What follows belongs to an exercise in optimizing a design on an open flow for small area, a short achievable clock period and few clock cycles per item; a production flow would make more cautious choices.
The RTL was checked by simulation tests, not by an equivalence proof against the original design.

==> module Exponential, before the edit <==
module Exponential(input clk, rst, start, input [15:0] x,
                   output done, output [1:0] intpart, output [15:0] fracpart);
  reg        busy;
  reg [3:0]  step;
  reg [7:0]  one, two, neg;    
  reg        one8;             
  reg [15:0] t;       
  reg [17:0] r;       
  reg        acc;     
  wire [31:0] p0, p1;
  mulb mul(.one(one), .two(two), .neg(neg), .one8(one8), .b(t), .s0(p0), .s1(p1));
  wire [15:0] p;
  wire        c16, c17, c18, c19;
  cpa32h cpa(.a(p0), .b(p1), .s(p), .c16(c16), .c17(c17), .c18(c18), .c19(c19));
  reg [15:0] q;
  always @(*) begin
    case (step)
      4'd0:    q = {1'b0, p[15:1]};
      4'd3:    q = {2'b0, p[15:2]};
      4'd10:   q = {3'b0, p[15:3]};
      default: q = p;
    endcase
  end
  wire q_term = (step == 4'd0) | (step == 4'd2) | (step == 4'd3) | (step == 4'd5) |
                (step == 4'd7) | (step == 4'd9) | (step == 4'd10);
  wire tz     = (t == 16'd0);    
  wire go     = start & done;
  reg [15:0] y_next;
  always @(*) begin
    case (step)
      4'd1:    y_next = 16'h5555;
      4'd4:    y_next = 16'h3333;
      4'd6:    y_next = 16'h2AAA;
      4'd8:    y_next = 16'h2492;
      default: y_next = x;
    endcase
  end
  wire [15:0] y = go ? x : y_next;
  wire [16:0] ym = {y, 1'b0};    
  wire [7:0]  one_n, two_n, neg_n;
  genvar j;
  generate
    for (j = 0; j < 8; j = j + 1) begin : enc
      assign one_n[j] = ym[2*j+1] ^ ym[2*j];
      assign two_n[j] = (ym[2*j+2] & ~ym[2*j+1] & ~ym[2*j]) | (~ym[2*j+2] & ym[2*j+1] & ym[2*j]);
      assign neg_n[j] = ym[2*j+2];
    end
  endgenerate
  assign {intpart, fracpart} = r;
  wire [17:0] rsum;
  radd ra(.r(r), .t(acc ? t : 16'd0), .s(rsum));
  assign done = ~busy | tz;
  wire [15:0] bw;       
  wire [15:0] xd;       
  assign bw[1] = 1'b1;
  assign xd[0] = x[0];
  generate
    for (j = 1; j < 16; j = j + 1) begin : dec
      assign xd[j] = x[j] ^ bw[j];
      if (j < 15) begin : b
        assign bw[j+1] = bw[j] & ~x[j];
      end
    end
  endgenerate
  assign bw[0] = 1'b0;
  wire [15:0] t0 = (bw[15] & ~x[15]) ? 16'd0 : xd;
  always @(posedge clk or posedge rst) begin
    if (rst)
      busy <= 1'b0;
    else if (go)
      busy <= 1'b1;
    else if (tz | (step == 4'd11))
      busy <= 1'b0;
  end
  always @(posedge clk) begin
    step <= go ? 4'd0 : step + 4'd1;
    one  <= one_n;
    two  <= two_n;
    neg  <= neg_n;
    one8 <= y[15];
    t    <= go ? t0 : q;
    acc  <= go | q_term;
    if (go)
      r <= 18'h0FFFF;
    else if (busy)
      r <= rsum;
  end
endmodule
clock: 9.0 ns
lec_check: 0
cap_margin: 20
core_margin: 2
core_utilization: 60
cts_buf_list: sky130_fd_sc_hd__clkbuf_4 sky130_fd_sc_hd__clkbuf_8
cts_cluster_size: 40
setup_slack_margin: 3
slew_margin: 20
run.sh (not shown) runs the stock make flow with config.mk's settings and CLKGATE_MAP_FILE= SYNTH_SCRIPT=/design/flow/synth_recipe.tcl, a recipe that flattens the netlist after the stock synthesis.
The baseline completed with no timing, DRC or antenna violations.
Testbench counts at the start, summed over its fixed seeds: cycles 3,484, items 384.
Next try:
--- a/flow/design.v
+++ b/flow/design.v
@@ -741,11 +741,28 @@
       default: q = p;
     endcase
   end
   wire q_term = (step == 4'd0) | (step == 4'd2) | (step == 4'd3) | (step == 4'd5) |
                 (step == 4'd7) | (step == 4'd9) | (step == 4'd10);
-  wire tz     = (t == 16'd0);    
+  reg [3:0] thr;
+  always @(*) begin
+    case (step)
+      4'd0:    thr = 4'd2;
+      4'd1:    thr = 4'd4;
+      4'd2:    thr = 4'd3;
+      4'd3:    thr = 4'd4;
+      4'd4:    thr = 4'd6;
+      4'd5:    thr = 4'd5;
+      4'd6:    thr = 4'd7;
+      4'd7:    thr = 4'd6;
+      4'd8:    thr = 4'd8;
+      4'd9:    thr = 4'd7;
+      4'd10:   thr = 4'd8;
+      default: thr = 4'd15;
+    endcase
+  end
+  wire fin = (step == 4'd11) | ((t[15:4] == 12'd0) & (t[3:0] <= thr));
   wire go     = start & done;
   reg [15:0] y_next;
   always @(*) begin
     case (step)
       4'd1:    y_next = 16'h5555;
@@ -764,14 +781,15 @@
       assign one_n[j] = ym[2*j+1] ^ ym[2*j];
       assign two_n[j] = (ym[2*j+2] & ~ym[2*j+1] & ~ym[2*j]) | (~ym[2*j+2] & ym[2*j+1] & ym[2*j]);
       assign neg_n[j] = ym[2*j+2];
     end
   endgenerate
-  assign {intpart, fracpart} = r;
   wire [17:0] rsum;
-  radd ra(.r(r), .t(acc ? t : 16'd0), .s(rsum));
-  assign done = ~busy | tz;
+  radd ra(.r(r), .t((acc & busy) ? t : 16'd0), .s(rsum));
+  wire [3:0] tlo = (acc & busy) ? t[3:0] : 4'd0;
+  assign {intpart, fracpart} = r + {14'd0, tlo};
+  assign done = ~busy | fin;
   wire [15:0] bw;       
   wire [15:0] xd;       
   assign bw[1] = 1'b1;
   assign xd[0] = x[0];
   generate
@@ -787,22 +805,19 @@
   always @(posedge clk or posedge rst) begin
     if (rst)
       busy <= 1'b0;
     else if (go)
       busy <= 1'b1;
-    else if (tz | (step == 4'd11))
+    else if (fin)
       busy <= 1'b0;
   end
   always @(posedge clk) begin
     step <= go ? 4'd0 : step + 4'd1;
     one  <= one_n;
     two  <= two_n;
     neg  <= neg_n;
     one8 <= y[15];
     t    <= go ? t0 : q;
     acc  <= go | q_term;
-    if (go)
-      r <= 18'h0FFFF;
-    else if (busy)
-      r <= rsum;
+    r    <= go ? 18'h0FFFF : rsum;
   end
 endmodule
First-iteration DRC count drops by about 6%.
Sequential share of layout area increases by 0.46 points.
Synthesized cell count grows by about 1%.
Final cell count rises by 0.94%.
Setup slack gains 0.042 ns.
Non-clock buffer count does not change.
Area after synthesis climbs by 1.6%.
Die area rose by 1.5%.
Wire length came out higher by 0.38%.
Core utilization shrinks by 0.55 points.
Global-route usage came out lower by 0.70 points.
Clock-buffer cell count does not change.
Testbench counts after the change, summed over its fixed seeds: cycles 3,058, items 384.

==> static timing again, ports no longer ideal <==
In the flow no input, the clock included, has a driving cell. The finished layouts below were timed again as built, in two steps. Step 1 (the two cells are an assumption about what drives the block):
set clk [get_ports {clk}]
set_driving_cell -lib_cell sky130_fd_sc_hd__clkbuf_16 $clk
set_driving_cell -lib_cell sky130_fd_sc_hd__buf_2 [delete_from_list [all_inputs] $clk]
Step 2, shift: input delay + t, output delay - t, t = (earliest + latest rising clock arrival at the registers) / 2. This alone moves slack from input paths to output paths. Slacks: ideal / step 1 / step 2; pairs: ideal / step 1.
| run | t (ns) | slack for setup (ns) | worst setup path after step 2 |
|---|---|---|---|
| the first run | 0.377 | 3.264 / 3.264 / 3.264 | register to register |
| the second run | 0.387 | 3.305 / 3.305 / 3.305 | register to register |
After both steps setup and hold are still met in every run listed.
